From an optimization exercise on the open Yosys and OpenROAD flow, aimed at small area, a short achievable clock period and few clock cycles; shortcuts taken in it are not production practice.
The RTL was checked by simulation tests, not by an equivalence proof against the original design.
Power and IR drop assume default switching activity.

==> flow/design.v <==
module branch_alu (A, B, opcode, bcond);
	input [16-1:0] A, B;
	input [3:0] opcode;
	output reg bcond;
	always @(*) begin
		case (opcode)
			0: bcond = A != B;
			1: bcond = A == B;
			2: bcond = (A[15] == 0) && (A != 0);
			3: bcond = A[15] == 1;
			default: bcond = 0;
		endcase
	end
endmodule		
module alu (A, B, func_code, alu_out);
	input [16-1:0] A;
	input [16-1:0] B;
	input [3:0] func_code;
	output reg [16-1:0] alu_out;
	always @(*) begin
		case (func_code)
			0 : alu_out = A + B;
			1 : alu_out = A - B;
			2 : alu_out = A & B;
			3 : alu_out = A | B;
			4 : alu_out = ~A;
			5 : alu_out = -A;
			6 : alu_out = A << 1;
			7 : alu_out = A >> 1;
			8 : alu_out = B << 8;
			9 : alu_out = A;
			default: alu_out = A + B;
		endcase
	end
endmodule
module register_file (read_out1, read_out2, read1, read2, dest, write_data, reg_write, clk, reset_n);
	input clk, reset_n;
	input [1:0] read1;
	input [1:0] read2;
	input [1:0] dest;
	input reg_write;
	input [16-1:0] write_data;
	output [16-1:0] read_out1;
	output [16-1:0] read_out2;
	reg [15:0] register[3:0];
	assign read_out1 = register[read1];
	assign read_out2 = register[read2];
	always @(negedge clk)begin
		if (!reset_n) begin
			register[0] <= 16'b0;
			register[1] <= 16'b0;
			register[2] <= 16'b0;
			register[3] <= 16'b0;	
		end
		else begin
			if (reg_write == 1)
				register[dest] <= write_data;
		end
	end
endmodule
module control_unit (opcode, func_code, is_available, clk, reset_n, branch, reg_dst, alu_op, alu_src, mem_write, mem_read, mem_to_reg, pc_src, pc_to_reg, halt, wwd, reg_write, alu,jr, use_rs, use_rt, id_use_rs, id_use_rt);
	input [3:0] opcode;
	input [5:0] func_code;
	input is_available;
	input clk;
	input reset_n;
	output branch, alu_src, mem_write, mem_read, mem_to_reg;
  	output pc_to_reg, halt, wwd, reg_write, alu, jr, use_rs, use_rt, id_use_rs, id_use_rt;
  	output [1:0] reg_dst, pc_src;
	output [3:0] alu_op;
	wire br, alui, lwd, swd, jmp, jal, jpr, jrl, rtype, jimm;
	assign rtype = opcode == 15;
	assign branch = is_available && opcode == 0 || opcode == 1 || opcode == 2 || opcode == 3;
	assign alu = rtype && ~func_code[5] && ~func_code[4] && ~func_code[3];
	assign alui = opcode == 4 || opcode == 5 || opcode == 6;
	assign lwd = opcode == 7;
	assign swd = opcode == 8;
	assign jmp = opcode == 9;
	assign jal = opcode == 10;
	assign jpr = rtype && func_code == 25;
	assign jrl = rtype && func_code == 26;
	assign jimm = jmp || jal;
	assign jr = jpr || jrl;
	assign reg_dst[1] = jal || jrl;
	assign reg_dst[0] = lwd || alui;  
	assign alu_src = ~rtype;
	assign mem_write = swd;
	assign mem_read = lwd;
	assign mem_to_reg = lwd;
	assign pc_to_reg = jal || jrl;
	assign pc_src[1] = jimm || jr;
	assign pc_src[0] = is_available && branch || jr;  
	assign wwd = rtype && func_code == 28;
	assign halt = rtype && func_code == 29; 
	assign reg_write = alu || alui || lwd || jal || jrl;
	assign alu_op = alu ? func_code[2:0] :
					(opcode == 5) ? 4'd3 :
					(opcode == 6) ? 4'd8 :
					(wwd || jr) ? 4'd9 : 4'd0;
	assign id_use_rs = branch || jr;
	assign id_use_rt = is_available && (opcode == 0 || opcode == 1);  
	assign use_rs = !(opcode == 6 || jmp || jal || halt);
	assign use_rt = rtype && !func_code[3] && !func_code[2] || mem_write || id_use_rt; 
endmodule
module forwarding(IDEX_rs, IDEX_rt, id_rs, id_rt, id_use_rs, id_use_rt, EXMEM_rdest, MEMWB_rdest, EXMEMC_regwrite, MEMWBC_regwrite, ALU1_sel, ALU2_sel, id1_sel, id2_sel);
	input [1:0] IDEX_rs, IDEX_rt, id_rs, id_rt, EXMEM_rdest, MEMWB_rdest;  
	input id_use_rs, id_use_rt;
	input EXMEMC_regwrite, MEMWBC_regwrite;
	output [1:0] ALU1_sel, ALU2_sel;
	output [1:0] id1_sel, id2_sel;
	assign ALU1_sel[1] = EXMEMC_regwrite && IDEX_rs == EXMEM_rdest;
	assign ALU1_sel[0] = MEMWBC_regwrite && IDEX_rs == MEMWB_rdest;
	assign ALU2_sel[1] = EXMEMC_regwrite && IDEX_rt == EXMEM_rdest;
	assign ALU2_sel[0] = MEMWBC_regwrite && IDEX_rt == MEMWB_rdest;
	assign id1_sel[1] = id_use_rs && EXMEMC_regwrite && id_rs == EXMEM_rdest;
	assign id1_sel[0] = id_use_rs && MEMWBC_regwrite && id_rs == MEMWB_rdest;
	assign id2_sel[1] = id_use_rt && EXMEMC_regwrite && id_rt == EXMEM_rdest;
	assign id2_sel[0] = id_use_rt && MEMWBC_regwrite && id_rt == MEMWB_rdest;
endmodule
module hazard_detect(id_rs, id_rt, id_jpr, id_branch, id_users, id_usert, idex_memread, exmem_memread, idex_rd, idex_rw, exmem_rd, exmem_rw, ex_datahazard, id_datahazard);
	input [1:0] id_rs, id_rt;
	input id_users, id_usert, id_jpr, id_branch, idex_memread, exmem_memread;
	input [1:0] idex_rd, exmem_rd;
	input idex_rw, exmem_rw;
	output ex_datahazard;
	output id_datahazard;
	wire ieh, emh, mwh;
	assign ieh = (idex_rd == id_rs && id_users || idex_rd == id_rt && id_usert) && idex_rw;
	assign emh = (exmem_rd == id_rs && id_users || exmem_rd == id_rt && id_usert) && exmem_rw;
	assign ex_datahazard = idex_memread && ieh;
	assign id_datahazard = (id_jpr || id_branch) && (ieh || emh && exmem_memread);
endmodule
module branch_predictor(clk, reset_n, PC, is_flush, taken, datahazard, is_branch, is_jump, actual_next_PC, actual_PC, next_PC);
	input clk;
	input reset_n;
	input [16-1:0] PC;
	input is_flush;
	input taken;
	input datahazard;
	input is_branch, is_jump;
	input [16-1:0] actual_next_PC;  
	input [16-1:0] actual_PC;  
	output [16-1:0] next_PC;
	wire [7:0] actual_pc_idx;
	wire [7:0] actual_pc_tag;
	wire [7:0] pc_idx;
	wire [7:0] pc_tag;
	wire cache_hit;
	reg [255:0] VALID;
	reg [7:0] TAG [0:255];
	reg [16-1:0] TARGET [0:255];
	reg [1:0] SATURATION;
	assign actual_pc_idx = actual_PC[7:0];
	assign actual_pc_tag = actual_PC[15:8];
	assign pc_idx = PC[7:0];
	assign pc_tag = PC[15:8];
	assign cache_hit = VALID[pc_idx] && pc_tag == TAG[pc_idx];
	assign next_PC = is_flush ? actual_next_PC : ((cache_hit && (SATURATION[1] || is_jump)) ? TARGET[pc_idx] : PC + 1);
	always @(posedge clk) begin
		if (!reset_n) begin
			VALID <= 0;
			SATURATION <= 2;
		end
		else begin
			if ((is_branch || is_jump) && !datahazard) begin
				if (is_branch) begin
					if (taken)
						SATURATION <= SATURATION == 3 ? 3 : SATURATION + 1;
					else
						SATURATION <= SATURATION == 0 ? 0 : SATURATION - 1;
				end
				VALID[actual_pc_idx] <= 1'b1;
			end	
		end
	end
	always @(posedge clk) begin
		if (reset_n && (is_branch || is_jump) && !datahazard) begin
			TAG[actual_pc_idx] <= actual_pc_tag;
			TARGET[actual_pc_idx] <= actual_next_PC;
		end
	end
endmodule
module datapath(clk, reset_n, read_m1, address1, data1, read_m2, write_m2, address2, data2_in, data2_out, num_inst, output_port, is_halted);
	input clk;
	input reset_n;
	output read_m1;
	output [16-1:0] address1;
	output read_m2;
	output write_m2;
	output [16-1:0] address2;
	input [16-1:0] data1;
	input [16-1:0] data2_in;
	output [16-1:0] data2_out;
	output reg [16-1:0] num_inst;
	output reg [16-1:0] output_port;
	output is_halted;
	reg [16-1:0] PRE_PC;
	reg IFID_EVAL_BCOND;
	reg [16-1:0] IFID_PC, IFID_INSTR;
	reg [16-1:0] IDEX_PC, IDEX_REG1, IDEX_REG2, IDEX_IMM;
	reg [16-1:0] EXMEM_PC, EXMEM_ALUOUT, EXMEM_ALUIN2;
	reg [16-1:0] MEMWB_PC, MEMWB_MEMOUT, MEMWB_OUT;
	reg [16-1:0] IDEX_INSTR, EXMEM_REG2, EXMEM_INSTR, MEMWB_INSTR;
	reg IDEX_FLUSH;
	reg IDEXC_ALUSRC, IDEXC_REGWRITE, IDEXC_MEMWRITE, IDEXC_MEMREAD, IDEXC_MEMTOREG, IDEXC_PCTOREG, IDEXC_WWD, IDEXC_NEWINST, IDEXC_ALU, IDEXC_HALTED, IDEXC_AVAILABLE;
	reg [1:0] IDEXC_REGDST;
	reg [3:0] IDEXC_ALUOP;
	reg EXMEMC_MEMWRITE, EXMEMC_MEMREAD, EXMEMC_REGWRITE, EXMEMC_MEMTOREG, EXMEMC_PCTOREG, EXMEMC_WWD, EXMEMC_NEWINST, EXMEMC_HALTED, EXMEMC_AVAILABLE;
	reg MEMWBC_PCTOREG, MEMWBC_WWD, MEMWBC_NEWINST, MEMWBC_MEMTOREG, MEMWBC_REGWRITE, MEMWBC_HALTED, MEMWBC_AVAILABLE;
	reg [1:0] IDEX_RS, IDEX_RT, IDEX_RDEST, EXMEM_RDEST, MEMWB_RDEST; 
	wire c_alusrc, c_memwrite, c_regwrite, c_memread, c_memtoreg, c_pctoreg, c_wwd, c_newinst, c_branch, c_alu, c_halted, c_available, c_users, c_usert, c_id_users, c_id_usert;
	wire [3:0] c_aluop;
	wire [1:0] c_pcsrc, c_regdst;
	wire c_jr;
	wire if_stall;
	wire [16-1:0] actual_next_pc, next_PC;
	wire is_flush;
	wire [16-1:0] id_next_pc, id_next_pc_branch, id_next_pc_jmp, id_next_pc_jalr;
	wire [16-1:0] id_instruction, id_immediate, id_reg1, id_reg2;
	wire [16-1:0] id_bj_input1, id_bj_input2;
	wire [3:0] id_instr_opcode;
	wire [1:0] id_instr_rs;
	wire [1:0] id_instr_rt;
	wire [1:0] id_instr_rd;
	wire [1:0] id_rdest;
	wire [5:0] id_instr_func;
	wire [7:0] id_instr_imm;
	wire [11:0] id_instr_jmp;
	wire [1:0] id1_sel;
	wire [1:0] id2_sel;
	wire id_bcond;
	wire ex_datahazard, id_datahazard;
	wire [16-1:0] ex_alu_input1;
	wire [16-1:0] ex_alu_input2;
	wire [16-1:0] ex_alu_output;
	wire [1:0] ex_alu_sel1;
	wire [1:0] ex_alu_sel2;
	wire [16-1:0] ex_alu2_temp;
	wire [16-1:0] ex_writedata;
	wire [16-1:0] wb_writedata;
	assign address1 = PRE_PC;
	assign id_instruction = IFID_INSTR;
	assign id_instr_opcode = id_instruction[15:12];
	assign id_instr_rs = id_instruction[11:10];
	assign id_instr_rt = id_instruction[9:8];
	assign id_instr_rd = id_instruction[7:6];
	assign id_instr_func = id_instruction[5:0];
	assign id_instr_imm = id_instruction[7:0];
	assign id_instr_jmp = id_instruction[11:0];
	assign id_immediate[7:0] = id_instr_imm;
	assign id_immediate[15:8] = id_instr_imm[7] == 1 ? 8'hff : 8'h00;
	assign data2_out = EXMEM_REG2;
	assign address2 = reset_n ? EXMEM_ALUOUT : 0;
	assign read_m1 = 1;
	assign read_m2 = reset_n && EXMEMC_MEMREAD;
	assign write_m2 = reset_n && EXMEMC_MEMWRITE;
	assign is_halted = MEMWBC_HALTED;
	assign c_available = (id_instruction != 0);
	assign c_newinst = !(id_datahazard || ex_datahazard || IDEX_FLUSH);
	assign ex_writedata = EXMEMC_PCTOREG ? EXMEM_PC + 1 : EXMEM_ALUOUT;
	assign wb_writedata = MEMWBC_PCTOREG ? MEMWB_PC + 1 : MEMWB_OUT;
	assign id_rdest = c_regdst == 0 ? id_instr_rd : c_regdst == 1 ? id_instr_rt : 2;
	assign id_bj_input1 = id1_sel[1] ? ex_writedata :
						  id1_sel[0] ? wb_writedata : id_reg1;
	assign id_bj_input2 = id2_sel[1] ? ex_writedata :
						  id2_sel[0] ? wb_writedata : id_reg2;
	assign id_next_pc_branch = id_bcond ? IFID_PC + id_immediate + 1 : IFID_PC + 1;
	assign id_next_pc = IFID_PC + 1;
	assign id_next_pc_jmp[11:0] = id_instr_jmp;
	assign id_next_pc_jmp[15:12] = 4'h0;
	assign id_next_pc_jalr = id_bj_input1;
	assign actual_next_pc = IDEX_FLUSH ? PRE_PC : 
				(c_pcsrc == 1 ? id_next_pc_branch :
				c_pcsrc == 2 ? id_next_pc_jmp :
				c_pcsrc == 3 ? id_next_pc_jalr :
				id_next_pc);
	assign is_flush = PRE_PC != actual_next_pc;
	assign ex_alu2_temp = ex_alu_sel2[1] ? ex_writedata :
						  ex_alu_sel2[0] ? wb_writedata : IDEX_REG2;
	assign ex_alu_input1 = ex_alu_sel1[1] ? ex_writedata :
						   ex_alu_sel1[0] ? wb_writedata : IDEX_REG1;
	assign ex_alu_input2 = IDEXC_ALUSRC ? IDEX_IMM : ex_alu2_temp;
	control_unit unit_control(
		.opcode(id_instr_opcode), 
		.func_code(id_instr_func), 
		.is_available(c_available),
		.clk(clk), 
		.reset_n(reset_n), 
		.branch(c_branch), 
		.reg_dst(c_regdst), 
		.alu_op(c_aluop), 
		.alu_src(c_alusrc), 
		.mem_write(c_memwrite), 
		.mem_read(c_memread), 
		.mem_to_reg(c_memtoreg), 
		.pc_src(c_pcsrc), 
		.pc_to_reg(c_pctoreg), 
		.halt(c_halted), 
		.wwd(c_wwd), 
		.reg_write(c_regwrite),
		.alu(c_alu),
		.jr(c_jr),
		.use_rs(c_users),
		.use_rt(c_usert),
		.id_use_rs(c_id_users),
		.id_use_rt(c_id_usert)
	);
	register_file unit_register(
		.read_out1(id_reg1), 
		.read_out2(id_reg2), 
		.read1(id_instr_rs), 
		.read2(id_instr_rt), 
		.dest(MEMWB_RDEST),
		.write_data(wb_writedata),
		.reg_write(MEMWBC_REGWRITE),
		.clk(clk), 
		.reset_n(reset_n)
	);
	branch_predictor unit_bp(clk, reset_n, PRE_PC, is_flush, id_bcond, id_datahazard, c_branch, c_pcsrc[1], actual_next_pc, IFID_PC, next_PC);
	branch_alu unit_branch_alu(id_bj_input1, id_bj_input2, id_instr_opcode, id_bcond);
	hazard_detect unit_hazard(id_instr_rs, id_instr_rt, c_jr, c_branch, c_users, c_usert, IDEXC_MEMREAD, EXMEMC_MEMREAD, IDEX_RDEST, IDEXC_REGWRITE, EXMEM_RDEST, EXMEMC_REGWRITE, ex_datahazard, id_datahazard);	
	alu unit_alu(ex_alu_input1, ex_alu_input2, IDEXC_ALUOP,ex_alu_output);
	forwarding forwarding_unit(IDEX_RS, IDEX_RT, id_instr_rs, id_instr_rt, c_id_users, c_id_usert, EXMEM_RDEST, MEMWB_RDEST, EXMEMC_REGWRITE, MEMWBC_REGWRITE, ex_alu_sel1, ex_alu_sel2, id1_sel, id2_sel);
	always @(posedge clk) begin
		if (!reset_n) begin
			PRE_PC <= 0;
			IFID_PC <= 0;
			num_inst <= 0;
			output_port <= 0;
			IFID_INSTR <= 16'h0000;
			IDEX_RDEST <= 0;
			IDEX_RS <= 0;
			IDEX_RT <= 0;
			IDEX_RDEST <= 0;
			IDEX_IMM <= 0;
			IDEX_REG1 <= 0;
			IDEX_REG2 <= 0;
			IDEX_PC <= 0;
			IDEX_FLUSH <= 1;
			EXMEM_ALUOUT <= 0;
			EXMEM_ALUIN2 <= 0;
			EXMEM_RDEST <= 0;
			EXMEM_PC <= 0;
			EXMEM_REG2 <= 0;
			MEMWB_MEMOUT <= 0;
			MEMWB_OUT <= 0;
			MEMWB_RDEST <= 0;
			MEMWB_PC <= 0;
			IDEXC_REGDST <= 0;
			IDEXC_ALUOP <= 0;
			IDEXC_ALUSRC <= 0;
			IDEXC_MEMWRITE <= 0;
			IDEXC_MEMREAD <= 0;
			IDEXC_MEMTOREG <= 0;
			IDEXC_PCTOREG <= 0;
			IDEXC_REGWRITE <= 0;
			IDEXC_WWD <= 0;
			IDEXC_NEWINST <= 0;
			IDEXC_ALU <= 0;
			IDEXC_HALTED <= 0;
			IDEXC_AVAILABLE <= 0;
			EXMEMC_MEMWRITE <= 0;
			EXMEMC_MEMREAD <= 0;
			EXMEMC_MEMTOREG <= 0;
			EXMEMC_PCTOREG <= 0;
			EXMEMC_REGWRITE <= 0;
			EXMEMC_WWD <= 0;
			EXMEMC_NEWINST <= 0;
			EXMEMC_HALTED <= 0;
			EXMEMC_AVAILABLE <= 0;
			MEMWBC_MEMTOREG <= 0;
			MEMWBC_PCTOREG <= 0;
			MEMWBC_REGWRITE <= 0;
			MEMWBC_WWD <= 0;
			MEMWBC_NEWINST <= 0;
			MEMWBC_HALTED <= 0;
			MEMWBC_AVAILABLE <= 0;
		end
		else begin	
			if (!id_datahazard && !ex_datahazard) begin
				PRE_PC <= next_PC;
				IFID_PC <= PRE_PC;
				IFID_INSTR <= (is_flush) ? 16'h0000 : data1;
				IDEX_RS <= id_instr_rs;
				IDEX_RT <= id_instr_rt;
				IDEX_RDEST <= id_rdest;
				IDEX_IMM <= id_immediate;
				IDEX_REG1 <= id_reg1;
				IDEX_REG2 <= id_reg2;
				IDEX_PC <= IFID_PC;
				IDEX_INSTR <= IFID_INSTR;
				IDEX_FLUSH <= is_flush;
				IDEXC_REGDST <= c_regdst;
				IDEXC_ALUOP <= c_aluop;
				IDEXC_ALUSRC <= c_alusrc;
				IDEXC_MEMWRITE <= c_memwrite;
				IDEXC_MEMREAD <= c_memread;
				IDEXC_MEMTOREG <= c_memtoreg;
				IDEXC_PCTOREG <= c_pctoreg;
				IDEXC_REGWRITE <= c_regwrite;
				IDEXC_WWD <= c_wwd;
				IDEXC_NEWINST <= c_newinst;
				IDEXC_ALU <= c_alu;
				IDEXC_HALTED <= c_halted;
				IDEXC_AVAILABLE <= c_available;
			end
			else begin
				IDEX_RS <= 0;
				IDEX_RT <= 0;
				IDEX_RDEST <= 0;
				IDEX_IMM <= 0;
				IDEX_REG1 <=0;
				IDEX_REG2 <= 0;
				IDEX_PC <= 0;
				IDEX_INSTR <= 16'h0000;
				IDEXC_REGDST <= 0;
				IDEXC_ALUOP <= 0;
				IDEXC_ALUSRC <= 0;
				IDEXC_MEMWRITE <= 0;
				IDEXC_MEMREAD <= 0;
				IDEXC_MEMTOREG <= 0;
				IDEXC_PCTOREG <= 0;
				IDEXC_REGWRITE <= 0;
				IDEXC_WWD <= 0;
				IDEXC_NEWINST <= 0;
				IDEXC_ALU <= 0;
				IDEXC_HALTED <= 0;
				IDEXC_AVAILABLE <= 0;
			end
			EXMEM_ALUOUT <= ex_alu_output;
			EXMEM_ALUIN2 <= ex_alu_input2;
			EXMEM_RDEST <= IDEX_RDEST;
			EXMEM_PC <= IDEX_PC;
			EXMEM_INSTR <= IDEX_INSTR;
			EXMEM_REG2 <= ex_alu2_temp;
			MEMWB_MEMOUT <= data2_in;
			MEMWB_OUT <= EXMEMC_MEMTOREG ? data2_in : EXMEM_ALUOUT;
			MEMWB_RDEST <= EXMEM_RDEST;
			MEMWB_PC <= EXMEM_PC;
			MEMWB_INSTR <= EXMEM_INSTR;
			EXMEMC_MEMWRITE <= IDEXC_MEMWRITE;
			EXMEMC_MEMREAD <= IDEXC_MEMREAD;
			EXMEMC_MEMTOREG <= IDEXC_MEMTOREG;
			EXMEMC_PCTOREG <= IDEXC_PCTOREG;
			EXMEMC_REGWRITE <= IDEXC_REGWRITE;
			EXMEMC_WWD <= IDEXC_WWD;
			EXMEMC_NEWINST <= IDEXC_NEWINST;
			EXMEMC_HALTED <= IDEXC_HALTED;
			EXMEMC_AVAILABLE <= IDEXC_AVAILABLE;
			MEMWBC_MEMTOREG <= EXMEMC_MEMTOREG;
			MEMWBC_PCTOREG <= EXMEMC_PCTOREG;
			MEMWBC_REGWRITE <= EXMEMC_REGWRITE;
			MEMWBC_WWD <= EXMEMC_WWD;
			MEMWBC_NEWINST <= EXMEMC_NEWINST;
			MEMWBC_HALTED <= EXMEMC_HALTED;
			MEMWBC_AVAILABLE <= EXMEMC_AVAILABLE;
			if (MEMWBC_NEWINST)
				num_inst <= num_inst + 1;
			if (MEMWBC_WWD)
				output_port <= MEMWB_OUT;
		end
	end
endmodule
`timescale 1ns/1ns
module cpu(clk, reset_n, read_m1, address1, data1, read_m2, write_m2, address2, data2_in, data2_out, num_inst, output_port, is_halted);
	input clk;
	input reset_n;
	output read_m1;
	output [16-1:0] address1;
	output read_m2;
	output write_m2;
	output [16-1:0] address2;
	input [16-1:0] data1;
	input [16-1:0] data2_in;
	output [16-1:0] data2_out;
	output [16-1:0] num_inst;
	output [16-1:0] output_port;
	output is_halted;
	datapath main(clk, reset_n, read_m1, address1, data1, read_m2, write_m2, address2, data2_in, data2_out, num_inst, output_port, is_halted);
endmodule
==> flow/run.sh <==
#!/bin/bash
# synth_recipe.tcl (not shown) runs the flow's synth.tcl, then flattens the netlist and writes it again
# the make line also repeats each setting of config.mk as NAME=value (left out here)
make -C /OpenROAD-flow-scripts/flow DESIGN_CONFIG=/design/flow/config.mk WORK_HOME=/design/flow/orfs CLKGATE_MAP_FILE= SYNTH_SCRIPT=/design/flow/synth_recipe.tcl finish
==> flow/config.mk <==
export PLATFORM = sky130hd
export DESIGN_NAME = cpu
export DESIGN_NICKNAME = cpu
export VERILOG_FILES = /design/flow/design.v
export SDC_FILE = /design/flow/constraint.sdc
export NUM_CORES = 4
export LEC_CHECK = 0
export CAP_MARGIN = 20
export CORE_MARGIN = 2
export CORE_UTILIZATION = 40
export PLACE_DENSITY = 0.6
export SLEW_MARGIN = 20
==> flow/constraint.sdc <==
create_clock -name core_clock -period 15.0 [get_ports {clk}]
set_input_delay 3.0000 -clock core_clock [delete_from_list [all_inputs] [get_ports {clk}]]
set_output_delay 3.0000 -clock core_clock [all_outputs]
set_load 0.01 [all_outputs]
==> notes.md <==
Run status
The run finished with no timing, DRC or antenna violations.

Clock network
The clock drives 6,725 sinks. The H-tree was split into 6 levels. In this run the post-CTS setup repair buffer count came out at 0. At the later pin of the worst-skew pair, clock insertion delay measures 1.14 ns.

The number of gates resized after CTS is 0. The clock transition at the register clock pins on the worst setup and hold paths after CTS is 0.06 ns. The clock passes through at most 4 buffers. The TritonCTS clock tree is done. The buffer type at the clock tree root is sky130_fd_sc_hd__clkbuf_16. In this run, CTS created clock tree buffers numbering 668. The number of buffers inserted by hold repair at cts is 0.

Worst setup path
The endpoint class of the critical path is a flip-flop. Data on the critical path arrives at its endpoint at 14.71 ns. The critical path class is flip-flop to flip-flop. In this run the worst path has a maximum fanout of 30. The startpoint identified for the worst register-to-register timing path is main.unit_register.register[2][3]$_SDFFCE_NN0P_. The setup slack of the worst register-to-register path is 1.29 ns. The cell depth of the worst flop-to-flop path is 16. The kind of launch point of the worst setup path is a flip-flop. Data on the critical path is required at its endpoint by 16.00 ns.

Synth
The post-synthesis cell type count is 94. The number of warnings reported in the yosys synthesis log is 5. After synthesis the cells add up to 264,000 sq um.

The synthesized design contains 6,208 enable-type register cells. Synthesis produced ~12,000 cells. The mean area per synthesized cell is approximately 21 sq um. The main flop type after synthesis is sky130_fd_sc_hd__edfxtp_1. The fraction of the yosys area taken by sequential cells is 74.6%. Counting flops and latches in the post-synthesis netlist gives 6,725. The net count after synthesis is 12,500. The async set-or-reset flop fraction in the synthesized netlist is 0%.

Power and ir drop
For this design the static power due to leakage is 93.3 nW. The highest ir drop seen on vdd is 0.000139 V. The power density over cell area is 154 nW/um^2.

Global route
The sum of overflow across all layers after global routing is 0. Global routing consumed, over all layers together, 21.5% of the routing resources. The pin count of the biggest net entering global routing is slightly below 200. The number of global-route vias before repair is 130,000. The initial antenna violation count is 33. The first global-routing pass estimated 1,030,000 um of wire.

Hold path
The number of instances on the worst hold path is 1. The start point of the worst hold path is main.IDEXC_PCTOREG$_SDFF_PN0_. In this run the worst hold path is classified as flip-flop to flip-flop.

The worst hold endpoint is main.EXMEMC_PCTOREG$_SDFF_PN0_.

STA
The remaining max-slew budget at the tightest pin is 9.77%. The final count of negative-setup-slack endpoints is 0. Setup repair after global routing left no endpoint under its margin.

The final setup slack of the worst path is 1.29 ns. The number of slew-limit violations in the final report is 0. The transition at the pin with the smallest max-transition slack is 1.35 ns. Clock skew on the completed layout was measured at between 0.09 and 0.1 ns. The final count of hold timing violations is 0.

Final layout
Of the cells placed in the final design, the portion with a size suffix greater than 1 is 28.9%. Leaving out filler cells and counting taps, the final layout contains about 22,000. The net count of the finished layout is 13,000. Relative to the synthesized area, the layout overhead comes to 14.3%. The final core utilization is ~46%.

Job
The total of max-cap violations is 0.

Detailed routing
Dividing the detail-routed wire length by the instance count gives 33.1 um. The total DRC errors in the routed layout is 0. The detailed-route via count is around 130k. The final wirelength is 734,000 um.

The average via count per standard cell is 5.96. In this run, the number of DRC markers left after iteration 0 of detailed routing was ~17,000. In this run the remaining antenna-violating nets after routing total 0. The first-pass detailed-route iteration total is 8.

Die
The die outline area is 666,000 sq um. The total core area is approximately 660,000 sq um. The effective utilization at floorplan is approximately 40%. From bottom edge to top edge, the die measures 816 um. The chip width is just over 800 um. The number of primary I/O pins is 118. The number of rows created at floorplan is 298.

Placed design
The final HPWL from detailed placement is between 400,000 and 500,000 um. The placed cell count is 20,900. In this run the tool buffered the top-level ports with 116 buffer cells.

The placer's final routability congestion estimate is 0.889. The worst slack at placement is 1.48 ns.
==> area by class of cell <==
type	count	area [sq um]
clock buffer	837	17800
multi-input combinational	4856	66100
timing repair buffer	549	5640
antenna	28	70.1
inverter	58	225
tap	8700	10900
fill	54400	356000
sequential	6725	197000
clock inverter	437	3920
==> synthesized netlist by cell type, types with 12 or more instances <==
cell | n | area share [%]
sky130_fd_sc_hd__inv_1 | 57 | 0.081
sky130_fd_sc_hd__a22oi_1 | 14 | 0.040
sky130_fd_sc_hd__o31ai_1 | 13 | 0.037
sky130_fd_sc_hd__nand3_1 | 83 | 0.16
sky130_fd_sc_hd__and3_1 | 75 | 0.18
sky130_fd_sc_hd__xor2_1 | 61 | 0.20
sky130_fd_sc_hd__nor2b_1 | 21 | 0.050
sky130_fd_sc_hd__o22ai_1 | 17 | 0.040
sky130_fd_sc_hd__a211oi_1 | 19 | 0.054
sky130_fd_sc_hd__nand4_1 | 18 | 0.043
sky130_fd_sc_hd__ha_1 | 44 | 0.21
sky130_fd_sc_hd__edfxtp_1 | 6208 | 71
sky130_fd_sc_hd__a21o_1 | 19 | 0.054
sky130_fd_sc_hd__nand2_1 | 243 | 0.35
sky130_fd_sc_hd__nor2_1 | 850 | 1.2
sky130_fd_sc_hd__nor4_1 | 22 | 0.052
sky130_fd_sc_hd__a2bb2oi_1 | 20 | 0.066
sky130_fd_sc_hd__buf_1 | 207 | 0.29
sky130_fd_sc_hd__or3_1 | 15 | 0.036
sky130_fd_sc_hd__dfxtp_1 | 517 | 3.9
sky130_fd_sc_hd__a21oi_1 | 273 | 0.52
sky130_fd_sc_hd__a21boi_0 | 13 | 0.037
sky130_fd_sc_hd__xnor2_1 | 84 | 0.28
sky130_fd_sc_hd__and2_1 | 103 | 0.24
sky130_fd_sc_hd__nand3b_1 | 12 | 0.034
sky130_fd_sc_hd__o21ai_0 | 140 | 0.27
sky130_fd_sc_hd__nand2b_1 | 21 | 0.050
sky130_fd_sc_hd__o21a_1 | 14 | 0.040
sky130_fd_sc_hd__mux2i_1 | 79 | 0.30
sky130_fd_sc_hd__nor3_1 | 51 | 0.097
sky130_fd_sc_hd__clkbuf_1 | 570 | 0.81
sky130_fd_sc_hd__mux2_2 | 17 | 0.073
sky130_fd_sc_hd__a31oi_1 | 158 | 0.37
sky130_fd_sc_hd__o211ai_1 | 31 | 0.088
sky130_fd_sc_hd__buf_2 | 14 | 0.027
sky130_fd_sc_hd__mux4_2 | 2157 | 18
==> state kept, by name, summed over array words and instances, names as in the netlist, 64 cells and up, named ones only <==
name / count
main.unit_bp.TAG: 2048
main.unit_bp.VALID: 256
main.unit_register.register: 64
main.unit_bp.TARGET: 4096
==> worst max-delay path by stage <==
stage | startpoint | to | slack (ns) | depth (start not counted)
after CTS | main.unit_register.register[2][3]$_SDFFCE_NN0P_ | flip-flop | 1.57 | 16
final | main.unit_register.register[2][3]$_SDFFCE_NN0P_ | flip-flop | 1.29 | 16
after detailed placement | main.unit_register.register[2][3]$_SDFFCE_NN0P_ | flip-flop | 1.48 | 16
after floorplan | main.unit_register.register[3][2]$_DFFE_NP_ | main.unit_bp.TARGET[0][8]$_DFFE_PP_ | -2.72 | 10
after global routing | main.unit_register.register[2][3]$_SDFFCE_NN0P_ | flip-flop | 1.00 | 16
after global placement | main.unit_register.register[3][3]$_DFFE_NP_ | flip-flop | 1.53 | 17
==> per-stage QoR <==
step                power, W  instance area [sq um]  hold slack [ns]  setup TNS (ns)
detailed placement    0.0302                 279000            0.418               0
global placement      0.0302                 279000            0.418               0
floorplan             0.0269                 264000            0.412         -733.35
finish                0.0464                 301000            0.428               0
global route          0.0477                 301000            0.451               0
CTS                   0.0467                 301000            0.428               0
==> logic make-up after synthesis <==
group                    count (synthesis)  synth area share [%]
buffers and inverters                  856                  1.24
other                                    1               0.00142
XOR/XNOR                               145                 0.481
flip-flops                            6725                  74.6
AND/OR/NAND/NOR                       1563                  2.65
AO/OA/AOI/OAI                          845                  2.01
multiplexers                          2253                  18.8
adder cells (fa/ha/maj)                 49                 0.235
==> cells in the final DEF, fill, tap and decap left out, drive strengths merged, types with 75 or more instances in the layout <==
cell type / n
edfxtp: 6208
nor2: 851
clkdlybuf4s50: 115
mux4: 2157
nand2: 243
and3: 75
dfxtp: 517
clkinv: 263
a31oi: 158
inv: 152
nand3: 83
mux2i: 79
xnor2: 84
clkbuf: 837
buf: 434
a21oi: 275
o21ai: 149
and2: 103
==> critical path, cell delays in order (launching register included) <==
cell	delay, ns
sky130_fd_sc_hd__edfxtp_1	0.38
sky130_fd_sc_hd__mux4_2	0.49
sky130_fd_sc_hd__o21a_1	0.12
sky130_fd_sc_hd__a211oi_1	0.60
sky130_fd_sc_hd__xor2_1	0.16
sky130_fd_sc_hd__nor3_1	0.48
sky130_fd_sc_hd__nand2_1	0.19
sky130_fd_sc_hd__o31ai_1	0.51
sky130_fd_sc_hd__nand3_1	0.61
sky130_fd_sc_hd__mux2i_1	0.26
sky130_fd_sc_hd__o21ai_0	0.61
sky130_fd_sc_hd__xnor2_1	0.15
sky130_fd_sc_hd__nor4b_2	0.51
sky130_fd_sc_hd__a21oi_4	0.20
sky130_fd_sc_hd__buf_4	0.31
sky130_fd_sc_hd__or2_0	0.27
sky130_fd_sc_hd__a221oi_1	0.29
==> per-layer routing <==
| layer | wire length (um) | part of all wire, % | track usage (%) | up-vias |
|---|---|---|---|---|
| met5 | 40 | 0.0054 | 0 | - |
| met4 | 24200 | 3.3 | 6.28 | 6 |
| met3 | 60600 | 8.3 | 3.72 | 1093 |
| met2 | 351000 | 48 | 34.6 | 6163 |
| met1 | 298000 | 41 | 30.4 | 72000 |
| li1 | - | - | - | 53000 |
==> power breakdown <==
group	internal, W	switching (W)
Sequential	0.0213	0.000230
Combinational	0.00313	0.00509
Clock	0.00950	0.00718
Total	0.0339	0.0125
Testbench counts, summed over its fixed seeds: cycles 42,788.
